This is an optimization exercise on Yosys and OpenROAD, whose aim is small area, a short achievable clock period and few clock cycles per item, not a production implementation. No functional check of the RTL was part of any run shown here. Power figures rest on the tool's default switching activity, not on a simulated workload.

==> flow/design.v, too long to show whole: its modules and the start of the top module <==
// module mul: 2014 lines
// module ysyx_mulunit: 21 lines
module ysyx_mulunit (
    input          clk,
    input          rst_n,
    input          mul_valid,
    input  [63:0]  alu_src1,
    input  [63:0]  alu_src2,
    input  [3:0]   mul_expand_signed,
    output [129:0] mul_res,
    output         sh_fnsh_flag
);
  // ...
==> flow/flow/run.sh <==
#!/bin/bash
# Layout flow: the standard layout (standard.sh, which also runs the
# standard synthesis) with two resizer settings changed: the port buffers start
# as buf_2 instead of the buffer the resizer picks, and sizing may swap a cell
# for one of another footprint. make's output goes to make.log; each step's
# tool output is in orfs/logs/.
set -euo pipefail
bash standard.sh MATCH_CELL_FOOTPRINT=0 \
    "BUFFER_PORTS_ARGS=-buffer_cell sky130_fd_sc_hd__buf_2" \
    finish > make.log 2>&1
==> flow/standard.sh <==
#!/bin/bash
# synth_recipe.tcl (not shown) runs the flow's synth.tcl, then flattens the netlist and writes it again
# the make line also repeats each setting of config.mk as NAME=value (left out here)
make -C /OpenROAD-flow-scripts/flow DESIGN_CONFIG=/design/flow/config.mk WORK_HOME=/design/flow/orfs CLKGATE_MAP_FILE= SYNTH_SCRIPT=/design/flow/synth_recipe.tcl "${@:-finish}"
==> flow/config.mk <==
export PLATFORM = sky130hd
export DESIGN_NAME = ysyx_mulunit
export DESIGN_NICKNAME = ysyx_mulunit
export VERILOG_FILES = /design/flow/design.v
export SDC_FILE = /design/flow/constraint.sdc
export NUM_CORES = 8
export LEC_CHECK = 0
export CAP_MARGIN = 20
export CORE_MARGIN = 2
export CORE_UTILIZATION = 50
export SETUP_SLACK_MARGIN = 4.5
export SLEW_MARGIN = 20
==> flow/constraint.sdc <==
create_clock -name core_clock -period 8.0 [get_ports {clk}]
set_input_delay 1.6000 -clock core_clock [delete_from_list [all_inputs] [get_ports {clk}]]
set_output_delay 1.6000 -clock core_clock [all_outputs]
set_load 0.01 [all_outputs]
==> summary.md, run 1 <==
| Metric | Value |
|---|---|
| Switching Share | `0.341` |
| Setup TNS | `0 ns` |
| Outcome | `no timing/DRC/antenna violations` |
| Vias | `27166` |
| Crit path buf inv count | `0` |
| Most used cell, CP | `nand4_1` |
| Total GRT Usage | `0.362` |
| Worst hold start | `u_mul.cnt[1]` |
| CTS H-Tree Depth | `2` |
| Cell depth of the worst flop-to-flop path | `12` |
| Met3 routed WL | `roughly 9300 um` |
| GRT overflow | `0` |
| Via/cell ratio | `6.18` |
| VDD IR-drop max | `0.207 mV` |
| Netlist cell types | `between 90 and 100` |
| Clock power share | `0.401` |
| Clk power | `2.01 mW` |
| M3 GR Usage | `0.0557` |
| CP Capture Type | `flip-flop` |
| Routed wire per std cell | `25.6 um` |
| Count leader, synth | `inv_1` |
| Yosys reg bits | `slightly above 300` |
| Combinational power share | `0.270` |
| Die ar. | `60600 um2` |
| Root buffer cell | `clkbuf_16` |
| Layout area overhead | `18.3%` |
| Port Buffers | `263` |
| Initial antenna violation count | `1` |
| Layout sequential cell count | `306` |
| Multi-input combinational area share | `0.631` |
| Worst EP required | `8.48 ns` |
| Invs w/o clock | `380` |
| Multi-input gate area in the final layout | `21900 um2` |
| First-pass GRT wire length | `167000 um` |
| GR peak layer | `met2` |
| CP startpoint | `u_mul.P[37]` |
| CTS Buf Count | `39` |
| Starting density of the core | `0.507` |
| Core Util, Final | `0.600` |
==> run 2, diff against run 1 <==
--- a/flow/design.v
+++ b/flow/design.v
@@ -13,19 +13,16 @@
 localparam W  = 76;
 localparam QW = 12;
 wire [3:0] md = mul_expand_signed;
 wire e0  = (md == 4'd0);
 wire e1  = (md == 4'd1);
 wire e2  = (md == 4'd2);
 wire e3  = (md == 4'd3);
 wire e12 = e1 | e2;
-wire [63:0] mask = {{32{e0}}, {16{e0 | e12}}, {16{e0 | e12 | e3}}};
-wire [63:0] am = alu_src1 & mask;
-wire [63:0] bm = alu_src2 & mask;
 function [NC-1:0] therm;
     input [63:0] x;
     input [6:0]  w;
     reg   [NC-1:0] c;
     integer g, j;
     begin
         for (g = 0; g < NC; g = g + 1) begin
             c[g] = 1'b0;
@@ -77,17 +74,20 @@
 reg  [NC-1:0]    cnt;       
 reg  [NC-1:0]    hm;        
 reg              swp;
 reg  [127:0]     P;         
 reg  [W-1:0]     C;         
 reg              dlp, dlm;  
 reg  [63:0]      M;
 reg  [QW-1:0]    q;
-reg              f0, f1, f3;
+reg              f0, f1, f3, f12, fa;
+wire [63:0] mask = {{32{f0}}, {16{f12}}, {16{fa}}};
+wire [63:0] am = alu_src1 & mask;
+wire [63:0] bm = alu_src2 & mask;
 wire idle = ~prep & ~busy & ~res & ~sh_fnsh_flag;
 wire last = ~cnt[1];
 wire [NC-1:0] nxt = prep ? hm : (cnt >> 1) & ~(cnt >> 2);
 reg  [K:0] qna, qnb;
 integer i;
 always @(*) begin
     qna = {(K+1){1'b0}};
     qnb = {(K+1){1'b0}};
@@ -1990,16 +1990,18 @@
 end
 always @(posedge clk) begin
     swp <= swap;
     hm  <= swap ? ha : hb;
     M   <= swp ? bm : am;
     f0  <= e0;
     f1  <= e1;
     f3  <= e3;
+    f12 <= e0 | e12;
+    fa  <= e0 | e12 | e3;
     q   <= qn;
     if (busy) begin
         cnt <= cnt >> 1;
         P   <= {ustep, ns};
         C   <= nc;
         dlp <= tdp;
         dlm <= tdm;
     end else begin
==> run 2 against run 1 <==
Net effect: power is 1.5% lower; synthesized area is 0.20% higher; final cell count down 0.50%; highest routed layer is now met5; largest power group unchanged; register-to-register slack got worse by 0.02 ns; fmax is 5.9% lower; die area increased by 0.19%; via count shrank 2.5%; flip-flop and latch count grew 2; critical path depth up 1; setup slack worse by 0.22 ns.
==> summary.md, run 2 <==
| Metric | Value |
|---|---|
| DRC violation total after the first TritonRoute iteration | `2618 (was 2666)` |
| EDFF count, synth | `0 (unchanged)` |
| Total clock sinks | `308 (was 306)` |
| Layout Skew | `0.0314 ns (was 0.0312 ns)` |
| Top-area cell type share of the netlist area | `0.207 (was 0.206)` |
| Vias | `26486 (was 27166)` |
| Avg Inst Size Synth | `8.62 um2 (was 8.55 um2)` |
| Top FF cell, synth | `dfxtp_1 (unchanged)` |
| Sequential share of the synthesized area | `0.211 (was 0.210)` |
| Via/cell ratio | `6.06 (was 6.18)` |
| Port Buffers | `263 (unchanged)` |
| Reg2reg setup slack | `4.43 ns (was 4.45 ns)` |
| First-pass GRT wire length | `161000 um (was 167000 um)` |
| Worst reg2reg endpoint | `u_mul.P[127] (was u_mul.P[126])` |
| Setup TNS | `0 ns (unchanged)` |
| Initial antenna violation count | `3 (was 1)` |
| Finished Cell Area | `34600 um2 (was 34700 um2)` |
| Max Fclk | `0.265 GHz (was 0.282 GHz)` |
| Worst EP required | `8.49 ns (was 8.48 ns)` |
| Worst-path clk slew | `0.06 ns (about the same)` |
| TritonCTS clock tree | `done (unchanged)` |
| Async set-reset flop share out of synthesis | `0.0130 (was 0.0131)` |
| # hold bufs at CTS | `0 (unchanged)` |
| Compound-cell area share of the yosys netlist | `0.177 (was 0.182)` |
| Core Area | `57900 um2 (was 57800 um2)` |
| Post-Synth Simple-Gate Area | `0.152 (was 0.146)` |
| Largest registers | `u_mul.P (128), u_mul.C (75), u_mul.M (64) (unchanged)` |
| Number of global-route vias before repair | `26350 (was 27131)` |
| RSZ-0062 raised after global routing | `true (unchanged)` |
| DRT Wirelength | `107000 um (was 112000 um)` |
| Worst-margin pin slew | `1.07 ns (was 1.16 ns)` |
| Number of inserted diodes | `0 (unchanged)` |
| Outcome | `no timing/DRC/antenna violations (unchanged)` |
| CP Class | `in2reg (was reg2reg)` |
| Starting density of the core | `0.507 (about the same)` |
| Final setup fails | `0 (unchanged)` |
| Die ar. | `60700 um2 (was 60600 um2)` |
| Largest register by flop count | `u_mul.P (unchanged)` |
| Maxcap violations | `0 (unchanged)` |
| Cell depth of the worst flop-to-flop path | `16 (was 12)` |
| DP HPWL | `80000 um (was 82200 um)` |
| Critical Path AT | `4.26 ns (was 4.03 ns)` |
| Leakage power | `14.1 nW (was 13.7 nW)` |
| Hold worst-path end | `u_mul.res (unchanged)` |
| CTS Buf Count | `39 (unchanged)` |
| XOR/XNOR share of the synthesized area | `0.123 (was 0.125)` |
| Largest buffer count on any clock path | `3 (unchanged)` |
| Yosys reg bits | `308 (was 306)` |
| Fin crit period | `3.78 ns (was 3.55 ns)` |
| Layout area overhead | `17.7% (was 18.3%)` |
| Mux cell area share after synthesis | `0.0291 (was 0.0262)` |
| Total GRT Usage | `0.346 (was 0.362)` |
| Clock Latency Late Sink | `0.58 ns (was 0.60 ns)` |
| DRT Pass-1 Iters | `6 (unchanged)` |
| Post-Synth Adder-Cell Area | `0.220 (was 0.221)` |
| Pin count of the biggest net entering global routing | `101 (was 95)` |
| Layout cell share with drive strength beyond 1 | `0.202 (was 0.211)` |
| Slew Viols, Final | `0 (unchanged)` |
| Chip width | `246 um (about the same)` |
| Leading area contributor after synthesis | `dfxtp_1 (unchanged)` |
| Netlist cell types | `96 (was 95)` |
| Commonest non-fill, non-tap cell in the layout | `inv_1 (unchanged)` |
| Detail Route Antenna Nets | `0 (unchanged)` |
| VDD IR-drop max | `0.154 mV (was 0.207 mV)` |
| Max-slew headroom at the worst pin | `0.285 (was 0.220)` |
| I/O pin count | `266 (unchanged)` |
| Max reg flops | `128 (unchanged)` |
| Residual DRC | `0 (unchanged)` |
| Synth Instances | `3407 (was 3429)` |
| Fin. Hold Viols | `0 (unchanged)` |
| GPL Wtd Cong | `0.996 (was 1.02)` |
| Mapped cell area | `29400 um2 (was 29300 um2)` |
| Placed Area | `30800 um2 (was 30700 um2)` |
| Yosys warning count | `1 (unchanged)` |
| Top cells by area, synth | `dfxtp_1 (21%), fa_1 (18%), xor2_1 (7.4%) (was dfxtp_1 (21%), fa_1 (18%), xor2_1 (7.3%))` |
| CP Capture Type | `flip-flop (unchanged)` |
| GRT overflow | `0 (unchanged)` |
| Count leader, synth | `inv_1 (unchanged)` |
| Min-Delay Path Class | `reg2reg (unchanged)` |
| Top cells by count, synth | `inv_1 (363), dfxtp_1 (304), a22oi_1 (287) (was inv_1 (377), dfxtp_1 (302), a22oi_1 (277))` |
| Routed wire per std cell | `24.5 um (was 25.6 um)` |
| FP Rows | `88 (unchanged)` |
| Most frequent cells in the layout | `inv_1 (362), a22oi_1 (286), dfxtp_1 (264), fa_1 (258), buf_2 (255) (was inv_1 (374), a22oi_1 (276), buf_2 (261), fa_1 (259), xor2_1 (244))` |
| Root buffer cell | `clkbuf_16 (unchanged)` |
| Largest family of logic cells by synthesized area | `adder cells (unchanged)` |
| Period utilisation layout | `0.472 (was 0.444)` |
| Worst hold start | `u_mul.cnt[1] (unchanged)` |
| Hold depth | `1 (unchanged)` |
| Critical path startpoint category | `input pin (was flip-flop)` |
| Crit-path max FO | `6 (was 8)` |
| Die height | `246 um (about the same)` |
| Nets | `4076 (was 4094)` |
| CTS H-Tree Depth | `2 (unchanged)` |
| Worst reg2reg path startpoint | `u_mul.C[5] (was u_mul.P[37])` |
| PwrDens | `143 nW/um2 (was 144 nW/um2)` |
## run 2: area by class of cell
class / instances / area, um2
clock buffers: 52 / 1170
clock inverters: 16 / 135
fillers: 5183 / 23300
multi-input cells: 2457 / 21900
repair buffers: 405 / 2760
flip-flops and latches: 308 / 6290
well taps: 765 / 957
inverters: 368 / 1380
## run 2: critical path, cell delays in order
cell and delay (ns):
buf_6 0.10, or4_4 0.54, nor2_4 0.15, nand2_4 0.07, nor2_4 0.13, nand3_2 0.11, or3_4 0.37, o211a_4 0.27
o32ai_4 0.26, a21oi_4 0.07, buf_12 0.15, or3_1 0.32, a21oi_2 0.12
## run 2: cells by family (layout without fill, tap and decap cells)
kind of cell | count (synthesis) | after routing
and+or+nand+nor | 849 | 850
AOI/OAI and AO/OA | 745 | 745
buffers and inverters | 644 | 841
xor gates and xnor gates | 414 | 414
adders and majority gates | 362 | 362
DFF | 308 | 308
muxes | 84 | 84
other | 1 | 2
## run 2: stage by stage
| stage | power (mW) | instances | utilization | setup slack, ns | hold WS [ns] |
|---|---|---|---|---|---|
| after floorplan | 2.60 | 3408 | - | 4.02 | 0.403 |
| after global placement | 3.07 | 4187 | 0.531 | 3.20 | 0.416 |
| after detailed placement | 3.09 | 4187 | 0.531 | 3.09 | 0.421 |
| after CTS | 4.93 | 4300 | 0.574 | 4.25 | 0.410 |
| after global routing | 5.19 | 4371 | 0.597 | 4.14 | 0.462 |
| final | 4.93 | 4371 | 0.597 | 4.22 | 0.411 |
## run 2: power by group
part | switching (mW) | leakage [nW] | internal, mW
logic | 0.913 | 10.9 | 0.565
registers | 0.0731 | 2.53 | 1.57
clock network | 0.756 | 0.653 | 1.06
## run 2: worst max path at each step
stage | start | end | slack, ns
2_1_floorplan | alu_src2[47] | u_mul.hm[7] | 4.02
3_3_place_gp | alu_src1[60] | u_mul.hm[7] | 3.20
3_5_place_dp | u_mul.P[0] | u_mul.P[71] | 3.09
4_1_cts | alu_src2[51] | u_mul.hm[6] | 4.25
5_1_grt | alu_src2[52] | u_mul.hm[6] | 4.14
6_report | alu_src2[52] | u_mul.hm[7] | 4.22
## run 2: timing repair
item | CTS | global route
setup buffers | 44 | 69
cloned | 1 | 2
gates resized for setup | 166 | 184
pin swaps | 46 | 97
endpoints found under the setup margin | 180 | 93
endpoints found under the hold margin | 0 | 0
## run 2: routing by layer
layer	GRT usage	share of wire
met1	0.475	0.42
met2	0.554	0.46
met3	0.0532	0.074
met4	0.124	0.040
met5	0	0.00028
==> run 3, diff against run 2 <==
--- a/flow/config.mk
+++ b/flow/config.mk
@@ -9,4 +9,4 @@
 export CORE_MARGIN = 2
 export CORE_UTILIZATION = 50
-export SETUP_SLACK_MARGIN = 4.5
+export SETUP_SLACK_MARGIN = 5.0
 export SLEW_MARGIN = 20
==> run 3 against run 2 <==
Net effect: sequential share of layout area fell by 0.91 points; utilization rose by 3.9 points; worst hold slack improved by 0.020 ns; synthesized area did not move; still clean; largest power group unchanged; sequential power barely moved; clock skew rose by 0.0027 ns.
==> summary.md, run 3 <==
| Metric | Value |
|---|---|
| Port Buffers | `263 (unchanged)` |
| Top delay family on crit path | `simple AND/OR/NAND/NOR gates (unchanged)` |
| Netlist cell types | `96 (unchanged)` |
| FP Rows | `88 (unchanged)` |
| Max reg flops | `128 (unchanged)` |
| Largest buffer count on any clock path | `3 (unchanged)` |
| Most frequent cells in the layout | `inv_1 (363), fa_1 (255), buf_2 (255), a22oi_1 (249), xor2_1 (240) (was inv_1 (362), a22oi_1 (286), dfxtp_1 (264), fa_1 (258), buf_2 (255))` |
| DRT Wirelength | `121000 um (was 107000 um)` |
| Worst hold start | `u_mul.cnt[1] (unchanged)` |
| Cell Chain, Critical Path | `buf_8 -> or4_4 -> nor2_4 -> nand2_4 -> nor2_4 -> nand3_2 -> or3_4 -> o211a_1 -> o32ai_4 -> a21oi_4 -> buf_6 -> or3_1 -> a21oi_2 (was buf_6 -> or4_4 -> nor2_4 -> nand2_4 -> nor2_4 -> nand3_2 -> or3_4 -> o211a_4 -> o32ai_4 -> a21oi_4 -> buf_12 -> or3_1 -> a21oi_2)` |
| Largest register by flop count | `u_mul.P (unchanged)` |
| Count leader, synth | `inv_1 (unchanged)` |
| Chip width | `246 um (unchanged)` |
| DP HPWL | `81000 um (was 80000 um)` |
| Vias | `27904 (was 26486)` |
| First-pass GRT wire length | `168000 um (was 161000 um)` |
| TritonCTS clock tree | `done (unchanged)` |
| Nets | `4174 (was 4076)` |
| Avg Inst Size Synth | `8.62 um2 (unchanged)` |
| Top-area cell type share of the netlist area | `0.207 (unchanged)` |
| # hold bufs at CTS | `0 (unchanged)` |
| DRC violation total after the first TritonRoute iteration | `2905 (was 2618)` |
| Top cells by area, synth | `dfxtp_1 (21%), fa_1 (18%), xor2_1 (7.4%) (unchanged)` |
| Clock Latency Late Sink | `0.59 ns (was 0.58 ns)` |
| CTS Buf Count | `38 (was 39)` |
| Period utilisation layout | `0.474 (was 0.472)` |
| Fin. Hold Viols | `0 (unchanged)` |
| Core Area | `57900 um2 (unchanged)` |
| GRT overflow | `0 (unchanged)` |
| Layout Skew | `0.0341 ns (was 0.0314 ns)` |
| Largest registers | `u_mul.P (128), u_mul.C (75), u_mul.M (64) (unchanged)` |
| Root buffer cell | `clkbuf_16 (unchanged)` |
| Critical Path AT | `4.28 ns (was 4.26 ns)` |
| Top cells by count, synth | `inv_1 (363), dfxtp_1 (304), a22oi_1 (287) (unchanged)` |
| Most used cell, CP | `nor2_4 (unchanged)` |
| CP Class | `in2reg (unchanged)` |
| Hold WS | `0.431 ns (was 0.411 ns)` |
| Routed wire per std cell | `27.0 um (was 24.5 um)` |
| DRT Pass-1 Iters | `6 (unchanged)` |
| Total GRT Usage | `0.363 (was 0.346)` |
| Final setup fails | `0 (unchanged)` |
| EDFF count, synth | `0 (unchanged)` |
| Initial antenna violation count | `2 (was 3)` |
| CTS H-Tree Depth | `2 (unchanged)` |
| Die height | `246 um (unchanged)` |
| Layout cell share with drive strength beyond 1 | `0.269 (was 0.202)` |
| Register area | `6360 um2 (was 6290 um2)` |
| Worst EP required | `8.49 ns (about the same)` |
| Residual DRC | `0 (unchanged)` |
| Multi-input gate area in the final layout | `22800 um2 (was 21900 um2)` |
| Synth Instances | `3407 (unchanged)` |
| Final-layout fill cell count | `4940 (was 5183)` |
| CP startpoint | `alu_src2[47] (was alu_src2[52])` |
| Slowest cell on crit path | `or4_4 (unchanged)` |
| Hold depth | `1 (unchanged)` |
| Top FF cell, synth | `dfxtp_1 (unchanged)` |
| Mapped cell area | `29400 um2 (unchanged)` |
| Leading area contributor after synthesis | `dfxtp_1 (unchanged)` |
| CP Capture Type | `flip-flop (unchanged)` |
| I/O pin count | `266 (unchanged)` |
| Yosys reg bits | `308 (unchanged)` |
| Setup TNS | `0 ns (unchanged)` |
| Async set-reset flop share out of synthesis | `0.0130 (unchanged)` |
| Outcome | `no timing/DRC/antenna violations (unchanged)` |
| Crit path buf inv count | `2 (unchanged)` |
| Maxcap violations | `0 (unchanged)` |
| VDD IR-drop max | `0.171 mV (was 0.154 mV)` |
| Number of global-route vias before repair | `27181 (was 26350)` |
| Fin crit period | `3.80 ns (was 3.78 ns)` |
| Crit path depth | `13 (unchanged)` |
| Via/cell ratio | `6.24 (was 6.06)` |
| Crit-path max FO | `5 (was 6)` |
| Critical path startpoint category | `input pin (unchanged)` |
| Max-slew headroom at the worst pin | `0.331 (was 0.285)` |
| Min-Delay Path Class | `reg2reg (unchanged)` |
| Commonest non-fill, non-tap cell in the layout | `inv_1 (unchanged)` |
| Leakage power | `14.9 nW (was 14.1 nW)` |
| Cell depth of the worst flop-to-flop path | `16 (unchanged)` |
| Layout area overhead | `25.3% (was 17.7%)` |
| PwrDens | `140 nW/um2 (was 143 nW/um2)` |
| Sequential share of the synthesized area | `0.211 (unchanged)` |
| Max Fclk | `0.264 GHz (was 0.265 GHz)` |
| Total clock sinks | `308 (unchanged)` |
| Slew Viols, Final | `0 (unchanged)` |
| Detail Route Antenna Nets | `0 (unchanged)` |
| Worst-path clk slew | `0.06 ns (about the same)` |
| Max incr delay on CP | `0.55 ns (was 0.54 ns)` |
| RSZ-0062 raised after global routing | `true (unchanged)` |
| Worst-margin pin slew | `0.996 ns (was 1.07 ns)` |
| Die ar. | `60700 um2 (unchanged)` |
| Worst reg2reg path startpoint | `u_mul.P[0] (was u_mul.C[5])` |
| Pin count of the biggest net entering global routing | `90 (was 101)` |
| Starting density of the core | `0.507 (unchanged)` |
| GPL Wtd Cong | `1.02 (was 0.996)` |
| Yosys warning count | `1 (unchanged)` |
-- run 3: final timing paths --
check	end	slack, ns
worst min-delay path	u_mul.res	0.43
min in group asynchronous	u_mul.res	0.83
worst min register to register	u_mul.res	0.43
max in group asynchronous	u_mul.prep	7.02
worst max register to register	u_mul.P[39]	4.60
worst max-delay path	u_mul.hm[7]	4.20
-- run 3: power breakdown --
part | switching (mW) | internal [mW] | leakage [nW] | total [mW]
Combinational | 1.02 | 0.660 | 11.7 | 1.68
Clock | 0.738 | 1.07 | 0.634 | 1.81
Sequential | 0.0851 | 1.57 | 2.55 | 1.65
-- run 3: final cells by class --
type | instances | share of cell area
Antenna cell | 1 | 0.0000680
Clock buffer | 55 | 0.0303
Clock inverter | 13 | 0.00452
Inverter | 368 | 0.0381
Multi-Input combinational cell | 2458 | 0.618
Sequential cell | 308 | 0.173
Tap cell | 765 | 0.0260
Timing Repair Buffer | 502 | 0.110
Timing Repair inverter | 1 | 0.000136
-- run 3: cell families (layout without fill, tap and decap cells) --
family / after synthesis / count (layout) / synth area share
AND/OR/NAND/NOR: 849 / 851 / 0.152
XOR/XNOR: 414 / 414 / 0.123
AO/OA/AOI/OAI: 745 / 745 / 0.177
multiplexers: 84 / 84 / 0.0291
flip-flops: 308 / 308 / 0.211
buffers and inverters: 644 / 939 / 0.0876
other: 1 / 3 / 0.000128
adder cells (fa/ha/maj): 362 / 362 / 0.220
-- run 3: metrics by stage --
| step | total power, mW | instance area [um2] | std cells | setup slack, ns | utilization |
|---|---|---|---|---|---|
| floorplan | 2.61 | 29800 | 3408 | 4.02 | - |
| global placement | 3.05 | 31100 | 4187 | 3.15 | 0.536 |
| detailed placement | 3.07 | 31100 | 4188 | 3.16 | 0.536 |
| CTS | 4.94 | 34300 | 4364 | 4.26 | 0.593 |
| global route | 5.38 | 36800 | 4470 | 4.17 | 0.636 |
| finish | 5.14 | 36800 | 4471 | 4.20 | 0.636 |
-- run 3: what timing repair did --
item / CTS / global route
resized for setup: 284 / 308
cloned: 5 / 25
setup buffers: 103 / 81
hold endpoints to repair: 0 / 0
pin swaps: 77 / 154
endpoints found under the setup margin: 224 / 153
-- run 3: layer usage --
layer / track usage / routed length (um)
met5: 0 / 62
met4: 0.133 / 5980
met3: 0.0662 / 12100
met2: 0.580 / 54500
met1: 0.489 / 48300
-- run 3: worst reg2reg max path: stages (launching register included) --
cell and delay [ns]:
dfxtp_4 0.35, ha_4 0.16, ha_4 0.16, a211oi_4 0.25, o21ai_4 0.10, a2111oi_4 0.34, buf_4 0.19, buf_6 0.10
o31ai_4 0.09, a41o_1 0.22, o31a_1 0.28, xnor2_2 0.22, o221a_4 0.23, nor2_4 0.05, buf_12 0.15, and3_1 0.15
a221o_1 0.25

## what the ideal ports hide
The flow's constraints put no driver on any port. The routed layouts listed below were extracted and timed again, unchanged, in two steps.
Step 1, drivers: a clkbuf_16 drives clk and a buf_2 each remaining input, both assumed.
Step 2, shift: input delay + t, output delay - t, t = (earliest + latest rising clock arrival at the registers) / 2. This alone moves slack from input paths to output paths.
a / b / c = no drivers / after step 1 / after step 2; a / b = the first two.
run	shift t [ns]	setup WS [ns]	worst hold slack (ns)	worst register clock-pin slew, ns	worst slew at a driven data input, ns
run 1	0.644	4.449 / 4.449 / 3.925	0.464 / 0.464 / 0.464	0.07 / 0.07	0.04
run 2	0.631	4.224 / 4.253 / 3.622	0.411 / 0.411 / 0.411	0.07 / 0.07	0.04
run 3	0.634	4.205 / 4.227 / 3.593	0.431 / 0.431 / 0.431	0.06 / 0.06	0.06
After both steps every run listed still meets setup and hold. The setup slack of run 3, which loses most, moves by +0.022 ns with the drivers and by -0.612 ns with both steps.
